Background: an optimization exercise with open tools, aiming at small area and a short achievable clock period. Do not read the settings as production practice.
In this exercise RTL edits were held to simulation tests only and were not proved equivalent to the original.
Power and IR drop assume default switching activity.

File: design.v
module O22AI (
    input  wire a1, a2, b1, b2,
    output wire y
);
    assign y = ~((a1 | a2) & (b1 | b2));
endmodule
module NOR2 (
    input  wire a, b,
    output wire y
);
    assign y = ~(a | b);
endmodule
module NAND4 (
    input  wire a, b, c, d,
    output wire y
);
    assign y = ~(a & b & c & d);
endmodule
module NOR16 (
    input  wire [15:0] x,
    output wire        y
);
    wire [7:0] n;
    wire [1:0] m;
    genvar i;
    generate
        for (i = 0; i < 8; i = i + 1) begin : g_n
            NOR2 u_n (.a(x[2*i]), .b(x[2*i+1]), .y(n[i]));
        end
    endgenerate
    NAND4 u_m0 (.a(n[0]), .b(n[1]), .c(n[2]), .d(n[3]), .y(m[0]));
    NAND4 u_m1 (.a(n[4]), .b(n[5]), .c(n[6]), .d(n[7]), .y(m[1]));
    NOR2  u_y  (.a(m[0]), .b(m[1]), .y(y));
endmodule
module DEC5N (
    input  wire [4:0]  a,
    output wire [31:1] n
);
    genvar k;
    generate
        for (k = 1; k < 32; k = k + 1) begin : g_dec
            assign n[k] = (a != k);
        end
    endgenerate
endmodule
module XOR2 (
    input  wire a, b,
    output wire y
);
    assign y = a ^ b;
endmodule
module XNOR2 (
    input  wire a, b,
    output wire y
);
    assign y = ~(a ^ b);
endmodule
module NAND2 (
    input  wire a, b,
    output wire y
);
    assign y = ~(a & b);
endmodule
module OAI21 (
    input  wire a1, a2, b,
    output wire y
);
    assign y = ~((a1 | a2) & b);
endmodule
module MUXN (
    input  wire a, b, s, sn,
    output wire y
);
    wire ta, tb;
    NAND2 u_a (.a(a), .b(sn), .y(ta));
    NAND2 u_b (.a(b), .b(s),  .y(tb));
    NAND2 u_y (.a(ta), .b(tb), .y(y));
endmodule
module MAJN (
    input  wire a, b, c,
    output wire y
);
    wire t, u;
    NAND2 u_t (.a(a), .b(b), .y(t));
    OAI21 u_u (.a1(a), .a2(b), .b(c), .y(u));
    NAND2 u_y (.a(t), .b(u), .y(y));
endmodule
module NAND3 (
    input  wire a, b, c,
    output wire y
);
    assign y = ~(a & b & c);
endmodule
module INV (
    input  wire a,
    output wire y
);
    assign y = ~a;
endmodule
module AND2 (
    input  wire a, b,
    output wire y
);
    assign y = a & b;
endmodule
module AOI21 (
    input  wire a1, a2, b,
    output wire y
);
    assign y = ~((a1 & a2) | b);
endmodule
module NANDB (
    input  wire a, bn,
    output wire y
);
    assign y = ~(a & ~bn);
endmodule
module PC4N (
    input  wire       lc,
    input  wire [3:0] x,
    output wire       y0n, y1n, y2n
);
    wire h0, k0, par, n1, n2, m, ge2, ne4, all4;
    XOR2  u_h  (.a(x[0]), .b(x[1]), .y(h0));
    XOR2  u_k  (.a(x[2]), .b(x[3]), .y(k0));
    XOR2  u_c  (.a(h0), .b(k0), .y(par));
    NAND2 u_0  (.a(par), .b(lc), .y(y0n));
    NAND2 u_n1 (.a(x[0]), .b(x[1]), .y(n1));
    NAND2 u_n2 (.a(x[2]), .b(x[3]), .y(n2));
    NAND2 u_m  (.a(h0), .b(k0), .y(m));
    NAND3 u_g2 (.a(n1), .b(n2), .c(m), .y(ge2));      
    NAND4 u_n4 (.a(x[0]), .b(x[1]), .c(x[2]), .d(x[3]), .y(ne4));
    NAND3 u_1  (.a(lc), .b(ge2), .c(ne4), .y(y1n));
    NOR2  u_a4 (.a(n1), .b(n2), .y(all4));
    NAND2 u_2  (.a(all4), .b(lc), .y(y2n));
endmodule
module CARRYKS (
    input  wire [7:0] g,
    input  wire [7:0] t,
    output wire [7:1] nc
);
    wire [7:0] ng1, nt1, g2, t2;
    INV u_g10 (.a(g[0]), .y(ng1[0]));
    genvar i;
    generate
        for (i = 1; i < 7; i = i + 1) begin : g_l1
            AOI21 u_g (.a1(t[i]), .a2(g[i-1]), .b(g[i]), .y(ng1[i]));
            NAND2 u_t (.a(t[i]), .b(t[i-1]), .y(nt1[i]));
        end
        for (i = 2; i < 7; i = i + 1) begin : g_l2
            OAI21 u_g (.a1(nt1[i]), .a2(ng1[i-2]), .b(ng1[i]), .y(g2[i]));
        end
        for (i = 4; i < 7; i = i + 1) begin : g_l2t
            NOR2 u_t (.a(nt1[i]), .b(nt1[i-2]), .y(t2[i]));
        end
    endgenerate
    INV u_g21 (.a(ng1[1]), .y(g2[1]));
    assign g2[0] = g[0];
    assign nc[1] = ng1[0];
    assign nc[2] = ng1[1];
    INV u_c3 (.a(g2[2]), .y(nc[3]));
    INV u_c4 (.a(g2[3]), .y(nc[4]));
    generate
        for (i = 4; i < 7; i = i + 1) begin : g_l3
            AOI21 u_g (.a1(t2[i]), .a2(g2[i-4]), .b(g2[i]), .y(nc[i+1]));
        end
    endgenerate
endmodule
module ALU_PRE (
    input  wire [7:0] i_a,
    input  wire [7:0] i_an,
    input  wire [7:0] i_b,
    input  wire [7:0] i_bn,
    input  wire       i_hold,
    input  wire       i_la,
    input  wire       i_ladd,
    input  wire       i_ls,
    input  wire       i_lc,
    input  wire [7:0] i_xq,
    input  wire [7:0] i_yq,
    output wire [7:0] o_x,
    output wire [7:0] o_y
);
    genvar i;
    wire [7:0] gA, tA, gS, tS;
    generate
        for (i = 0; i < 8; i = i + 1) begin : g_l0
            NOR2  u_ga (.a(i_an[i]), .b(i_bn[i]), .y(gA[i]));
            NAND2 u_ta (.a(i_an[i]), .b(i_bn[i]), .y(tA[i]));
            NOR2  u_gs (.a(i_an[i]), .b(i_b[i]),  .y(gS[i]));
            NAND2 u_ts (.a(i_an[i]), .b(i_b[i]),  .y(tS[i]));
        end
    endgenerate
    wire [7:1] nca, ncs;
    CARRYKS u_ka (.g(gA), .t(tA), .nc(nca));
    CARRYKS u_ks (.g({gS[7:1], tS[0]}), .t(tS), .nc(ncs));
    wire [15:0] nib = {i_b, i_a};
    wire [3:0]  nc0n, nc1n, nc2n;
    generate
        for (i = 0; i < 4; i = i + 1) begin : g_nib
            PC4N u_pc (.lc(i_lc), .x(nib[4*i +: 4]),
                       .y0n(nc0n[i]), .y1n(nc1n[i]), .y2n(nc2n[i]));
        end
    endgenerate
    wire [7:0] cxn = {1'b1, nc2n[1], nc1n[1], nc0n[1], 1'b1, nc2n[0], nc1n[0], nc0n[0]};
    wire [7:0] cyn = {1'b1, nc2n[3], nc1n[3], nc0n[3], 1'b1, nc2n[2], nc1n[2], nc0n[2]};
    generate
        for (i = 0; i < 8; i = i + 1) begin : g_out
            wire h, n_g, n_h, n_hn, n_e, t, n_ca, n_cs, n_ey;
            XOR2  u_h   (.a(i_an[i]), .b(i_bn[i]), .y(h));
            NAND2 u_ng  (.a(i_la), .b(gA[i]), .y(n_g));
            NAND2 u_nh  (.a(i_ladd), .b(h), .y(n_h));
            NANDB u_nhn (.a(i_ls), .bn(h), .y(n_hn));
            NAND2 u_ne  (.a(i_hold), .b(i_xq[i]), .y(n_e));
            AND2  u_t   (.a(n_g), .b(n_e), .y(t));
            if (i == 3 || i == 7) begin : g_x3
                NAND3 u_x (.a(n_h), .b(n_hn), .c(t), .y(o_x[i]));
            end else begin : g_x4
                NAND4 u_x (.a(n_h), .b(n_hn), .c(cxn[i]), .d(t), .y(o_x[i]));
            end
            NAND2 u_ney (.a(i_hold), .b(i_yq[i]), .y(n_ey));
            if (i == 0) begin : g_c0
                INV   u_ncs (.a(i_ls), .y(n_cs));
                NAND3 u_y   (.a(n_cs), .b(cyn[i]), .c(n_ey), .y(o_y[i]));
            end else begin : g_cn
                NANDB u_nca (.a(i_ladd), .bn(nca[i]), .y(n_ca));
                NANDB u_ncs (.a(i_ls), .bn(ncs[i]), .y(n_cs));
                if (i == 3 || i == 7) begin : g_y3
                    NAND3 u_y (.a(n_ca), .b(n_cs), .c(n_ey), .y(o_y[i]));
                end else begin : g_y4
                    NAND4 u_y (.a(n_ca), .b(n_cs), .c(cyn[i]), .d(n_ey), .y(o_y[i]));
                end
            end
        end
    endgenerate
endmodule
module ALU_POST (
    input  wire       i_cnt,
    input  wire [7:0] i_x,
    input  wire [7:0] i_y,
    output wire [7:0] o_r
);
    wire [7:0] pp;
    genvar i;
    generate
        for (i = 0; i < 8; i = i + 1) begin : g_pp
            XOR2 u_pp (.a(i_x[i]), .b(i_y[i]), .y(pp[i]));
        end
    endgenerate
    wire [3:0] l, h;
    wire gl0 = i_x[0] & i_y[0];
    wire gh0 = i_x[4] & i_y[4];
    assign l[0] = pp[0];
    assign h[0] = pp[4];
    XOR2 u_l1 (.a(pp[1]), .b(gl0), .y(l[1]));
    XOR2 u_h1 (.a(pp[5]), .b(gh0), .y(h[1]));
    assign l[2] = pp[2] | (i_x[1] & i_y[1]) | ((i_x[1] | i_y[1]) & gl0);
    assign h[2] = pp[6] | (i_x[5] & i_y[5]) | ((i_x[5] | i_y[5]) & gh0);
    assign l[3] = i_x[2] & i_y[2];
    assign h[3] = i_x[6] & i_y[6];
    wire [4:0] s;
    wire k0 = l[0] & h[0];
    wire k1, k2;
    MAJN u_k1 (.a(l[1]), .b(h[1]), .c(k0), .y(k1));
    MAJN u_k2 (.a(l[2]), .b(h[2]), .c(k1), .y(k2));
    wire lh1, lh2, lh3;
    XOR2 u_s0  (.a(l[0]), .b(h[0]), .y(s[0]));
    XOR2 u_lh1 (.a(l[1]), .b(h[1]), .y(lh1));
    XOR2 u_s1  (.a(lh1),  .b(k0),   .y(s[1]));
    XOR2 u_lh2 (.a(l[2]), .b(h[2]), .y(lh2));
    XOR2 u_s2  (.a(lh2),  .b(k1),   .y(s[2]));
    XOR2 u_lh3 (.a(l[3]), .b(h[3]), .y(lh3));
    XOR2 u_s3  (.a(lh3),  .b(k2),   .y(s[3]));
    assign s[4] = l[3] & h[3];
    wire cntn = !i_cnt;
    genvar j;
    generate
        for (j = 0; j < 5; j = j + 1) begin : g_mux
            MUXN u_m (.a(pp[j]), .b(s[j]), .s(i_cnt), .sn(cntn), .y(o_r[j]));
        end
    endgenerate
    assign o_r[7:5] = pp[7:5] & {3{cntn}};
endmodule
module RDBIT (
    input  wire [31:1] nsel,
    input  wire [31:1] nd,
    output wire        y,
    output wire        yn
);
    wire [15:0] t;
    genvar k;
    generate
        for (k = 0; k < 15; k = k + 1) begin : g_pair
            O22AI u_p (.a1(nsel[2*k+1]), .a2(nd[2*k+1]),
                       .b1(nsel[2*k+2]), .b2(nd[2*k+2]), .y(t[k]));
        end
    endgenerate
    NOR2 u_last (.a(nsel[31]), .b(nd[31]), .y(t[15]));
    NOR16 u_or (.x(t), .y(yn));
    INV u_inv (.a(yn), .y(y));
endmodule
module RDPORT (
    input  wire [4:0]   i_addr,
    input  wire [247:0] i_nd,       
    output wire [7:0]   o_data,
    output wire [7:0]   o_datan
);
    wire [31:1] nsel;
    DEC5N u_dec (.a(i_addr), .n(nsel));
    genvar b, k;
    generate
        for (b = 0; b < 8; b = b + 1) begin : g_bit
            wire [31:1] col;
            for (k = 1; k < 32; k = k + 1) begin : g_col
                assign col[k] = i_nd[8*(k-1)+b];
            end
            RDBIT u_bit (.nsel(nsel), .nd(col), .y(o_data[b]), .yn(o_datan[b]));
        end
    endgenerate
endmodule
module CORE #(
    parameter DATA_WIDTH = 8
)
(
    input wire i_CLK,
    input wire i_RSTn,
    input wire [31:0] i_instr,
    input wire i_valid,
    input wire i_ready1,
    output reg o_ready,
    output wire [DATA_WIDTH-1:0] o_data1,
    output wire o_valid1
);
    wire [1:0] op  = i_instr[31:30];
    wire [4:0] rd  = i_instr[29:25];
    wire [4:0] rs0 = i_instr[24:20];
    wire [4:0] rs1 = i_instr[19:15];
    reg       alu_valid;         
    reg [4:0] pend_dest;         
    reg [1:0] alu_oper;
    reg [4:0] wb_dest;
    reg       last_alu_valid;
    reg       st_show;           
    reg       st_hold;           
    wire hazard = alu_valid && (pend_dest != 5'd0) &&
                  ((rs0 == pend_dest) || (rs1 == pend_dest));
    wire alu_ready = !st_hold;
    wire load = !st_show || (!st_hold && i_ready1);
    wire wen  = st_show && i_ready1;
    assign o_valid1 = st_show;
    always @(posedge i_CLK) begin
        pend_dest <= rd;
        alu_oper  <= op;
    end
    always @(posedge i_CLK)
        if (alu_valid && alu_ready)
            wb_dest <= pend_dest;
    always @(posedge i_CLK or negedge i_RSTn)
        if (!i_RSTn) begin
            o_ready        <= 1'b0;
            alu_valid      <= 1'b0;
            last_alu_valid <= 1'b0;
            st_show        <= 1'b0;
            st_hold        <= 1'b0;
        end else begin
            o_ready        <= !hazard;
            alu_valid      <= i_valid && !hazard && alu_ready;
            last_alu_valid <= alu_valid;
            if (!st_show) begin
                st_show <= alu_valid;
            end else if (!st_hold) begin
                if (!i_ready1)
                    st_hold <= 1'b1;
                else if (!alu_valid)
                    st_show <= 1'b0;
            end else if (i_ready1) begin
                st_hold <= 1'b0;
                st_show <= last_alu_valid;
            end
        end
    reg  [247:0] rfn;            
    wire [7:0]   rd0, rd1, rd0n, rd1n;
    wire         rst = !i_RSTn;
    genvar k;
    generate
        for (k = 1; k < 32; k = k + 1) begin : g_row
            localparam [7:0] INIT = (k == 1) ? 8'd10 : (k == 2) ? 8'd5 : 8'd0;
            wire we = rst || (wen && wb_dest == k);
            always @(posedge i_CLK)
                if (we)
                    rfn[8*(k-1) +: 8] <= rst ? ~INIT : ~o_data1;
        end
    endgenerate
    RDPORT u_rd0 (.i_addr(rs0), .i_nd(rfn), .o_data(rd0), .o_datan(rd0n));
    RDPORT u_rd1 (.i_addr(rs1), .i_nd(rfn), .o_data(rd1), .o_datan(rd1n));
    reg        res_cnt;
    reg  [7:0] res_x, res_y;
    wire [7:0] pre_x, pre_y;
    ALU_PRE u_pre (.i_a(rd0), .i_an(rd0n), .i_b(rd1), .i_bn(rd1n),
                   .i_hold(!load),
                   .i_la(load && alu_oper == 2'b10),
                   .i_ladd(load && alu_oper == 2'b00),
                   .i_ls(load && alu_oper == 2'b01),
                   .i_lc(load && alu_oper == 2'b11),
                   .i_xq(res_x), .i_yq(res_y), .o_x(pre_x), .o_y(pre_y));
    always @(posedge i_CLK) begin
        res_x <= pre_x;
        res_y <= pre_y;
        if (load)
            res_cnt <= (alu_oper == 2'b11);
    end
    ALU_POST u_post (.i_cnt(res_cnt), .i_x(res_x), .i_y(res_y), .o_r(o_data1));
endmodule
File: constraint.sdc
create_clock -name core_clock -period 7.5 [get_ports {i_CLK}]
set_input_delay 1.5000 -clock core_clock [delete_from_list [all_inputs] [get_ports {i_CLK}]]
set_output_delay 1.5000 -clock core_clock [all_outputs]
set_load 0.01 [all_outputs]
File: config.mk
export PLATFORM = sky130hd
export DESIGN_NAME = CORE
export DESIGN_NICKNAME = CORE
export VERILOG_FILES = /design/flow/design.v
export SDC_FILE = /design/flow/constraint.sdc
export NUM_CORES = 4
export LEC_CHECK = 0
export CAP_MARGIN = 20
export CORE_MARGIN = 2
export CORE_UTILIZATION = 40
export CTS_BUF_LIST = sky130_fd_sc_hd__clkbuf_16
export CTS_CLUSTER_DIAMETER = 100
export CTS_CLUSTER_SIZE = 24
export PLACE_DENSITY = 0.85
export SETUP_SLACK_MARGIN = 3.8
export SLEW_MARGIN = 20
export SYNTH_HIERARCHICAL = 1
export TNS_END_PERCENT = 100
File: standard.sh
#!/bin/bash
# synth_recipe.tcl (not shown) runs the flow's synth.tcl, then flattens the netlist and writes it again
# the make line also repeats each setting of config.mk as NAME=value (left out here)
make -C /OpenROAD-flow-scripts/flow DESIGN_CONFIG=/design/flow/config.mk WORK_HOME=/design/flow/orfs CLKGATE_MAP_FILE= SYNTH_SCRIPT=/design/flow/synth_recipe.tcl "${@:-finish}"
File: flow/run.sh
#!/bin/bash
# The standard layout, except that the input and output port buffers are
# sky130_fd_sc_hd__buf_2 cells (buffer_ports otherwise picks a slow delay cell);
# timing repair resizes them like any other cell.
set -euo pipefail
export BUFFER_PORTS_ARGS="-buffer_cell sky130_fd_sc_hd__buf_2"
bash standard.sh > standard.log 2>&1
==> results of run 1 <==
## path summary, 6_finish.rpt
path / endpoint / slack, ns / cells after the start
min reg2reg: last_alu_valid / 0.44 / 0
min in group asynchronous: st_hold / 1.16 / 1
max reg2reg: rfn[211] / 4.91 / 12
max in group asynchronous: o_ready / 5.72 / 1
max: res_y[7] / 3.81 / 14
min: last_alu_valid / 0.44 / 0
## area by class of cell
| cell class | instances | area (um2) |
|---|---|---|
| clock buffers | 15 | 375 |
| fillers | 2928 | 17800 |
| repair buffers | 51 | 317 |
| clock inverters | 10 | 40.0 |
| multi-input cells | 874 | 4980 |
| well taps | 442 | 553 |
| flip-flops and latches | 282 | 8230 |
| inverters | 28 | 105 |
## where the power goes
group          switching, mW  leakage (nW)  internal [mW]  total [mW]
Sequential             0.261          2.35           2.39        2.65
Clock                  0.476         0.235          0.369       0.845
Combinational          0.920          1.93          0.433        1.35
## repair_timing
action	CTS	global route
setup endpoints to repair	17	14
gates resized for setup	16	70
cloned	0	0
pin swaps	4	9
buffers inserted	2	1
## per-layer routing
metal  up-vias  routed length (um)
li1       4656                   -
met5         -                   0
met3       113                4780
met1      5076               13700
met4         0                1600
met2       787               17200
## through the flow
step	instances	hold slack (ns)	setup WS, ns	power [mW]	instance area [um2]
6_report	1702	0.442	3.81	4.85	14600
5_1_grt	1702	0.473	3.72	5.08	14600
4_1_cts	1699	0.448	3.78	4.75	14300
3_5_place_dp	1672	0.422	2.92	3.90	13800
3_3_place_gp	1671	0.424	3.00	3.83	13800
2_1_floorplan	1199	0.388	4.15	3.41	13100
## registers in the layout (all words and copies together), names as in the netlist
| register | flops |
|---|---|
| alu_oper | 2 |
| alu_valid | 1 |
| last_alu_valid | 1 |
| o_ready | 1 |
| pend_dest | 5 |
| res_cnt | 1 |
| res_x | 8 |
| res_y | 8 |
| rfn | 248 |
| st_hold | 1 |
| st_show | 1 |
| wb_dest | 5 |
## placed cells by master, fill, tap and decap left out, drive strengths merged
| cell | n |
|---|---|
| xnor2 | 10 |
| o21ai | 43 |
| nand2 | 184 |
| and2 | 17 |
| buf | 50 |
| clkinv | 2 |
| nor3 | 3 |
| o21a | 2 |
| nor2b | 15 |
| or4 | 1 |
| nand3 | 17 |
| dfrtp | 5 |
| o22ai | 241 |
| clkbuf | 16 |
| and3 | 3 |
| nand2b | 24 |
| inv | 36 |
| a21oi | 19 |
| nand4 | 47 |
| and3b | 6 |
| a21boi | 1 |
| xor2 | 37 |
| o32a | 1 |
| a22oi | 2 |
| or2 | 1 |
| dfxtp | 23 |
| o21bai | 2 |
| nor3b | 8 |
| nor2 | 190 |
| edfxtp | 254 |
==> results.cfg, run 1 <==
[setup_path]
worstPathCellList = buf_2 > nor3b_4 > nand2_1 > o22ai_1 > nor2_1 > nand4_1 > nor2_4 > inv_1 > nand2_1 > a21oi_2 > o21ai_1 > a21oi_2 > nand2b_1 > nand3_1
cp.required_ns = 7.89
worstSetupStartpoint = i_instr[19]
r2r-start = res_y[5]
crit_type = in -> reg
end_kind = flop
cp_max_fo = 9
slowest_delay_ns = 0.39
crit_buf_inv = 2
start_kind = input pin
critPathTopFamily = simple AND/OR/NAND/NOR gates
arrival_ns = 4.08
slowest_stage = nor3b_4

[die]
rows = 66
dieArea_mm2 = 0.0342
die_x_um = 185
io_pins = 46
die_y_um = 185
start_util = 0.404
core_mm2 = 0.0324

[detailed_routing]
drt-initial-drc-count = 1761
first_pass_iters = 6
drtAntennaViolNets = 0
routed_via_density = 6.25
drc = 0
wl_per_cell_um = 21.9
finalWirelength_um = 37200
dr_total_vias = 10600

[outcome]
status = no timing/DRC/antenna violations

[timing]
setup_viol = 0
worst_pin_slew_ns = 1.18
fin_skew_ns = 0.0183
max_freq_mhz = 271
rsz0062_at_grt = yes
setup_tns_ns = 0
slew_headroom = 0.214
slew_violations = 0
fin_crit_ns = 3.69
hold_viol = 0
period_share = 0.492

[grt]
antenna_found_initial = 0
grt_use_met2 = 0.348
grt_overflow = 0
grt_pass1_vias = 9858
use_met3 = 0.0413
grt_use_total = 0.214
grt_max_degree = 57
grt_use_met1 = 0.287
grt_pass1_wl_um = 55600
grt.busiest_layer = met2

[yosys]
syn_avg_cell_area_um2 = 10.9
synth_cells = 1199
ys_warn_count = 7
synthesis.nets = 1235
syn_area_mm2 = 0.0131

[power]
p_leak_nw = 4.52
powerDensity_mw_per_mm2 = 332
peakVddDrop_v = 0.000194

[min_path]
hold_start = alu_valid
min_path_type = reg -> reg

[cts]
cts.sinks = 282
cts-root-buf = clkbuf_16
clk_pin_slew_worst_paths_ns = 0.09
cts_tree = yes
clk_latency_ns = 0.50
cts_htree_levels = 1
clockBufferDepth = 3
numCtsBuffers = 15
postCtsHoldBufs = 0

[cells_and_area]
syn_to_final_growth_pct = 11.6
insertedDiodeCount = 0
nets = 1288
drive_gt1_frac = 0.133
fin_util = 0.451

[placement]
hpwl_um = 26500
gp_congestion = 1.01
port_buffers = 30

[flow_run]
max_cap_violations = 0
==> run 2: changes to the inputs <==
--- a/config.mk
+++ b/config.mk
@@ -13,5 +13,5 @@
 export CTS_CLUSTER_SIZE = 24
 export PLACE_DENSITY = 0.85
-export SETUP_SLACK_MARGIN = 3.8
+export SETUP_SLACK_MARGIN = 3.95
 export SLEW_MARGIN = 20
 export SYNTH_HIERARCHICAL = 1
==> results.cfg, run 2 <==
[outcome]
status = no timing/DRC/antenna violations

[timing]
max_freq_mhz = 274
slew_headroom = 0.241
setup_tns_ns = 0
fin_skew_ns = 0.0157
fin_ws_ns = 3.85
hold_viol = 0
fin_crit_ns = 3.65
period_share = 0.487
worst_pin_slew_ns = 1.14
setup_viol = 0
rsz0062_at_grt = yes
slew_violations = 0

[yosys]
syn_area_mm2 = 0.0131
syn_avg_cell_area_um2 = 10.9
synthesis.nets = 1235
synth_cells = 1199
ys_warn_count = 7

[flow_run]
max_cap_violations = 0

[grt]
grt_pass1_vias = 9906
grt_overflow = 0
antenna_found_initial = 0
grt_use_total = 0.214
grt_pass1_wl_um = 55800
grt_max_degree = 57

[setup_path]
crit_type = reg -> out
end_kind = primary output
start_kind = flop
cp.required_ns = 6.00
arrival_ns = 2.15
cp_max_fo = 4

[cells_and_area]
nets = 1307
drive_gt1_frac = 0.174
syn_to_final_growth_pct = 14.2
layout_commonest_cell = edfxtp_1
layout.cells.non_filler = 1721
top_register = rfn
largest_reg_flops = 248
insertedDiodeCount = 0
top_regs = rfn: 248 flops, res_x: 8 flops, res_y: 8 flops
layout_common_cells = edfxtp_1, o22ai_1, nor2_1, nand2_1, nand4_1
fillers = 2911
design_area_mm2 = 0.0149

[cts]
cts.sinks = 282
cts_tree = yes
numCtsBuffers = 15
clk_pin_slew_worst_paths_ns = 0.10
clockBufferDepth = 3
postCtsHoldBufs = 0
clk_latency_ns = 0.49
cts-root-buf = clkbuf_16
cts_htree_levels = 1

[detailed_routing]
first_pass_iters = 6
drt-initial-drc-count = 1773
wl_per_cell_um = 21.8
drc = 0
drtAntennaViolNets = 0
routed_via_density = 6.27
dr_total_vias = 10800
finalWirelength_um = 37600

[die]
die_x_um = 185
die_y_um = 185
start_util = 0.404
rows = 66
core_mm2 = 0.0324
dieArea_mm2 = 0.0342
io_pins = 46

[placement]
dpl_cell_area_mm2 = 0.0138
pre_cts_slack_ns = 2.92
hpwl_um = 26500
port_buffers = 30
gp_congestion = 1.01
place_inst = 1672

[power]
peakVddDrop_v = 0.000175
p_leak_nw = 4.78
p_total_mw = 4.98
powerDensity_mw_per_mm2 = 333

[min_path]
min_path_type = reg -> reg
==> run 2: final cells by class <==
class                   instances  area [um2]  area share
repair buffers                 70         488      0.0326
well taps                     442         553      0.0370
clock inverters                10        40.0     0.00268
inverters                      28         105     0.00703
clock buffers                  15         375      0.0251
multi-input cells             874        5150       0.345
flip-flops and latches        282        8230       0.551
==> run 2: per-stage QoR <==
stage                     hold WS, ns  utilization
after floorplan                 0.388            -
final                           0.443        0.462
after detailed placement        0.422        0.428
after CTS                       0.448        0.446
after global placement          0.424        0.427
after global routing            0.473        0.462
==> run 2: power breakdown <==
part	leakage, nW	internal [mW]	total (mW)	switching, mW
Sequential	2.35	2.39	2.65	0.258
Clock	0.235	0.369	0.846	0.477
Combinational	2.20	0.528	1.49	0.961
Total	4.78	3.28	4.98	1.70
==> run 2: worst paths after layout <==
kind | depth (start not counted) | to | slack (ns) | start
min in group asynchronous | 1 | alu_valid | 1.18 | i_RSTn
max in group asynchronous | 1 | o_ready | 5.71 | i_RSTn
worst max-delay path | 9 | o_data1[1] | 3.85 | res_y[5]
worst min-delay path | 0 | last_alu_valid | 0.44 | alu_valid
worst max register to register | 12 | rfn[211] | 4.90 | res_y[5]
worst min register to register | 0 | last_alu_valid | 0.44 | alu_valid
==> run 2: timing repair <==
action	in CTS	in global routing
gates resized for setup	44	106
pin swaps	11	26
setup endpoints to repair	17	15
setup buffers	7	15
==> run 2: per-layer routing <==
| metal | share of wire | vias to the layer above | track usage |
|---|---|---|---|
| li1 | - | 4691 | - |
| met1 | 0.37 | 5196 | 0.287 |
| met2 | 0.46 | 782 | 0.352 |
| met3 | 0.12 | 115 | 0.0399 |
| met4 | 0.044 | 0 | 0.0717 |
| met5 | 0 | - | 0 |
==> run 2: worst max-delay path: stages, from the launching register on <==
cell	delay, ns
dfxtp_4	0.37
xor2_2	0.19
xor2_1	0.18
buf_4	0.15
buf_4	0.10
xor2_1	0.18
xor2_1	0.19
nand2_1	0.09
nand2_2	0.10
buf_6	0.10
==> run 3: changes to the inputs <==
--- a/config.mk
+++ b/config.mk
@@ -12,6 +12,7 @@
 export CTS_CLUSTER_DIAMETER = 100
 export CTS_CLUSTER_SIZE = 24
+export GPL_ROUTABILITY_DRIVEN = 0
 export PLACE_DENSITY = 0.85
-export SETUP_SLACK_MARGIN = 3.95
+export SETUP_SLACK_MARGIN = 3.8
 export SLEW_MARGIN = 20
 export SYNTH_HIERARCHICAL = 1
==> results.cfg, run 3 <==
[min_path]
hold_start = alu_valid
hold_end = last_alu_valid
min_path_type = reg -> reg
hold_path_depth = 0

[cts]
cts-root-buf = clkbuf_16
cts_htree_levels = 1
numCtsBuffers = 15
clockBufferDepth = 3
cts_tree = yes
cts.sinks = 282
clk_latency_ns = 0.51
clk_pin_slew_worst_paths_ns = 0.09
postCtsHoldBufs = 0

[yosys]
syn_avg_cell_area_um2 = 10.9
syn_area_mm2 = 0.0131
ys_warn_count = 7
synth_cells = 1199
synthesis.nets = 1235

[cells_and_area]
syn_to_final_growth_pct = 11.9
layout_common_cells = edfxtp_1, o22ai_1, nor2_1, nand2_1, nand4_1
largest_reg_flops = 248
top_regs = rfn: 248 flops, res_x: 8 flops, res_y: 8 flops
fillers = 2886
multi_input_area_mm2 = 0.00496
nets = 1290
layout_commonest_cell = edfxtp_1
insertedDiodeCount = 0
drive_gt1_frac = 0.133
design_area_mm2 = 0.0146
top_register = rfn
regArea_mm2 = 0.00823

[timing]
period_share = 0.501
worst_pin_slew_ns = 1.14
fin_skew_ns = 0.0211
setup_viol = 0
rsz0062_at_grt = no
slew_violations = 0
max_freq_mhz = 266
setup_tns_ns = 0
fin_crit_ns = 3.76
slew_headroom = 0.230
hold_viol = 0

[flow_run]
max_cap_violations = 0

[detailed_routing]
wl_per_cell_um = 22.4
drc = 0
routed_via_density = 6.39
first_pass_iters = 8
dr_total_vias = 10900
finalWirelength_um = 38200
drt-initial-drc-count = 2194
drtAntennaViolNets = 0

[die]
start_util = 0.404
die_x_um = 185
rows = 66
core_mm2 = 0.0324
die_y_um = 185
dieArea_mm2 = 0.0342
io_pins = 46

[grt]
grt_pass1_wl_um = 56200
grt_max_degree = 57
grt_overflow = 0
antenna_found_initial = 0
grt_pass1_vias = 9878
grt_use_total = 0.216

[power]
powerDensity_mw_per_mm2 = 335
p_leak_nw = 4.55
peakVddDrop_v = 0.000191
p_total_mw = 4.91

[placement]
port_buffers = 30
hpwl_um = 26000
dpl_cell_area_mm2 = 0.0138

[setup_path]
end_kind = flop
cp_max_fo = 9
rr_worst_depth = 9
cp.required_ns = 7.90
r2r_slack_ns = 4.81
worstReg2RegEnd = rfn[210]
arrival_ns = 4.15
r2r-start = res_x[5]
crit_type = in -> reg
start_kind = input pin

[outcome]
status = no timing/DRC/antenna violations
-- run 3: cell types whose count changed in the layout (fill, tap and decap cells not counted), sizes merged --
cell,change
buf,-11
inv,+1
clkinv,-1
clkbuf,-6
-- run 3: how the worst max path moves through the flow --
stage                           to         from  depth (start not counted)
after floorplan           res_y[5]  i_instr[16]                         14
after global placement    res_y[7]  i_instr[15]                         14
after detailed placement  res_y[7]  i_instr[15]                         14
after CTS                 res_y[7]  i_instr[15]                         14
after global routing      res_y[7]  i_instr[23]                         13
final                     res_y[7]  i_instr[23]                         13
-- run 3: cell type report --
cell class              count  share of cell area
clock buffers              15              0.0256
clock inverters            10             0.00290
inverters                  28             0.00718
multi-input cells         874               0.339
flip-flops and latches    282               0.562
well taps                 442              0.0378
repair buffers             53              0.0261
-- run 3: routing by layer --
layer,share of wire,GRT usage,vias up,routed length [um]
met5,0,0,-,0
met3,0.15,0.0456,181,5670
met4,0.062,0.108,0,2350
li1,-,-,4636,-
met2,0.44,0.328,1005,16600
met1,0.35,0.295,5068,13500
-- run 3: metrics by stage --
stage / hold slack (ns) / std cells / setup slack (ns) / util
floorplan: 0.388 / 1199 / 4.15 / -
global placement: 0.415 / 1670 / 3.00 / 0.427
detailed placement: 0.442 / 1670 / 2.90 / 0.427
CTS: 0.455 / 1697 / 3.76 / 0.442
global route: 0.473 / 1704 / 3.71 / 0.452
finish: 0.466 / 1704 / 3.74 / 0.452
-- run 3: power breakdown --
part | leakage (nW) | internal [mW] | switching, mW
logic | 1.97 | 0.453 | 0.950
clock network | 0.237 | 0.369 | 0.476
registers | 2.35 | 2.39 | 0.277
total | 4.55 | 3.21 | 1.70
-- run 3: critical path: stages --
cell,delay (ns)
buf_2,0.21
and3b_1,0.28
nand2_1,0.30
o22ai_1,0.13
nor2_1,0.20
nand4_1,0.42
nor2_4,0.37
nor2_1,0.14
a21oi_2,0.17
o21ai_1,0.13
a21oi_2,0.12
nand2b_1,0.10
nand3_1,0.06
-- run 3: repair_timing --
item	CTS	global route
endpoints found under the setup margin	15	16
gates resized for setup	14	68
cloned	0	0
buffers inserted	2	5
pin swaps	3	10
==> run 4: changes to the inputs <==
--- a/config.mk
+++ b/config.mk
@@ -8,9 +8,8 @@
 export CAP_MARGIN = 20
 export CORE_MARGIN = 2
-export CORE_UTILIZATION = 40
+export CORE_UTILIZATION = 55
 export CTS_BUF_LIST = sky130_fd_sc_hd__clkbuf_16
 export CTS_CLUSTER_DIAMETER = 100
 export CTS_CLUSTER_SIZE = 24
-export GPL_ROUTABILITY_DRIVEN = 0
 export PLACE_DENSITY = 0.85
 export SETUP_SLACK_MARGIN = 3.8
==> results.cfg, run 4 <==
[detailed_routing]
dr_total_vias = 10800
wl_per_cell_um = 23.6
drt-initial-drc-count = 1971
drc = 0
first_pass_iters = 7
drtAntennaViolNets = 0
finalWirelength_um = 37100
routed_via_density = 6.86

[die]
rows = 56
dieArea_mm2 = 0.0250
io_pins = 46
die_y_um = 158
die_x_um = 158
core_mm2 = 0.0234
start_util = 0.559

[flow_run]
max_cap_violations = 0

[timing]
rsz0062_at_grt = yes
slew_headroom = 0.223
period_share = 0.490
fin_ws_ns = 3.83
whs_ns = 0.452
fin_skew_ns = 0.0168
setup_viol = 0
max_freq_mhz = 272
hold_viol = 0
fin_crit_ns = 3.67
slew_violations = 0
worst_pin_slew_ns = 1.16
setup_tns_ns = 0

[placement]
port_buffers = 30
gp_congestion = 0.964
hpwl_um = 26000
pre_cts_slack_ns = 2.91
dpl_cell_area_mm2 = 0.0137

[cts]
cts_tree = yes
clk_pin_slew_worst_paths_ns = 0.09
cts-root-buf = clkbuf_16
clk_latency_ns = 0.50
postCtsHoldBufs = 0
cts_htree_levels = 1
cts.sinks = 282
clockBufferDepth = 3
numCtsBuffers = 15

[setup_path]
start_kind = input pin
worstSetupStartpoint = i_instr[15]
crit_type = in -> reg
arrival_ns = 4.11
r2r-start = res_x[5]
worstReg2RegEnd = rfn[233]
cp_max_fo = 8
r2r_slack_ns = 4.63
rr_worst_depth = 9
cp.required_ns = 7.94
end_kind = flop
crit_path_end = res_y[7]

[cells_and_area]
layout_commonest_cell = edfxtp_1
syn_to_final_growth_pct = 10.1
top_register = rfn
design_area_mm2 = 0.0144
layout_common_cells = edfxtp_1, o22ai_1, nor2_1, nand2_1, nand4_1
regArea_mm2 = 0.00824
nets = 1285
insertedDiodeCount = 0
multi_input_area_mm2 = 0.00496
drive_gt1_frac = 0.123
top_regs = rfn: 248 flops, res_x: 8 flops, res_y: 8 flops
fillers = 1807
largest_reg_flops = 248

[outcome]
status = no timing/DRC/antenna violations

[power]
p_total_mw = 4.86
powerDensity_mw_per_mm2 = 338
peakVddDrop_v = 0.000291
p_leak_nw = 4.47

[grt]
grt_pass1_wl_um = 55500
grt_max_degree = 57
antenna_found_initial = 0
grt_use_total = 0.295
grt_pass1_vias = 9838
grt_overflow = 0

[yosys]
synth_cells = 1199
syn_avg_cell_area_um2 = 10.9
synthesis.nets = 1235
syn_area_mm2 = 0.0131
ys_warn_count = 7

[min_path]
min_path_type = reg -> reg
[run 4: repair_timing]
item,in CTS,in global routing
endpoints found under the setup margin,17,14
buffers inserted,2,1
gates resized for setup,24,55
pin swaps,5,9
[run 4: worst min path at each step]
stage	startpoint	endpoint	slack, ns	cells after the start
4_1_cts	alu_valid	last_alu_valid	0.45	0
3_5_place_dp	alu_valid	last_alu_valid	0.43	0
5_1_grt	alu_valid	last_alu_valid	0.47	0
6_report	alu_valid	last_alu_valid	0.45	0
3_3_place_gp	alu_valid	last_alu_valid	0.42	0
2_1_floorplan	alu_valid	last_alu_valid	0.39	0
[run 4: per-stage QoR]
stage | instances | utilization
floorplan | 1199 | -
global placement | 1545 | 0.584
detailed placement | 1547 | 0.584
CTS | 1574 | 0.606
global route | 1576 | 0.616
finish | 1576 | 0.616
[run 4: power breakdown]
part / switching (mW) / internal, mW
logic: 0.918 / 0.438
registers: 0.274 / 2.39
clock network: 0.474 / 0.369
total: 1.67 / 3.20
[run 4: critical path, stage by stage]
cell and delay [ns]:
buf_2 0.17, nor2b_4 0.42, nand2_1 0.27, o22ai_1 0.26, nor2_1 0.12, nand4_1 0.25
nor2_2 0.12, nor2_1 0.32, inv_1 0.12, o21ai_1 0.25, a21oi_2 0.07, nand2b_1 0.14
nand3_1 0.08
[run 4: layout make-up]
class                   count  share of cell area
clock buffers              15              0.0260
repair buffers             48              0.0204
flip-flops and latches    282               0.572
multi-input cells         874               0.344
clock inverters            10             0.00295
well taps                 319              0.0277
inverters                  28             0.00729
[run 4: routing by layer]
metal  global-route usage  vias to the layer above  wire length [um]
met1                0.409                     5111             13600
met3               0.0671                      146              5050
li1                     -                     4650                 -
met5                    0                        -                 0
met2                0.454                      906             16600
met4                0.118                        0              1850

-- separate check: timing with driven ports --
In the flow no input, the clock included, has a driving cell. The finished layouts below were timed again as built, in two steps.
Step 1: set_driving_cell puts a clkbuf_16 on i_CLK and a buf_2 on each other input, an assumption about the parent block.
Step 2 adds t to the input delays and takes it off the output delays; t is the mean of the earliest and latest rising clock arrival at the registers after step 1. Input paths then give back, and output paths get back, about the clock's delay inside the block.
a / b / c = ideal ports / drivers / drivers and shift; a / b = the first two.
| run | t, ns | setup slack, ns | slew at the worst register clock pin (ns) | worst slew at a driven data input, ns |
|---|---|---|---|---|
| run 1 | 0.532 | 3.813 / 3.811 / 3.306 | 0.11 / 0.11 | 0.04 |
| run 2 | 0.536 | 3.851 / 3.802 / 3.420 | 0.10 / 0.10 | 0.04 |
| run 3 | 0.548 | 3.741 / 3.766 / 3.218 | 0.11 / 0.11 | 0.03 |
| run 4 | 0.536 | 3.828 / 3.819 / 3.306 | 0.10 / 0.10 | 0.03 |
After both steps every run listed still meets setup and hold. The setup slack of run 3, which loses most, moves by +0.025 ns with the drivers and by -0.523 ns with both steps.
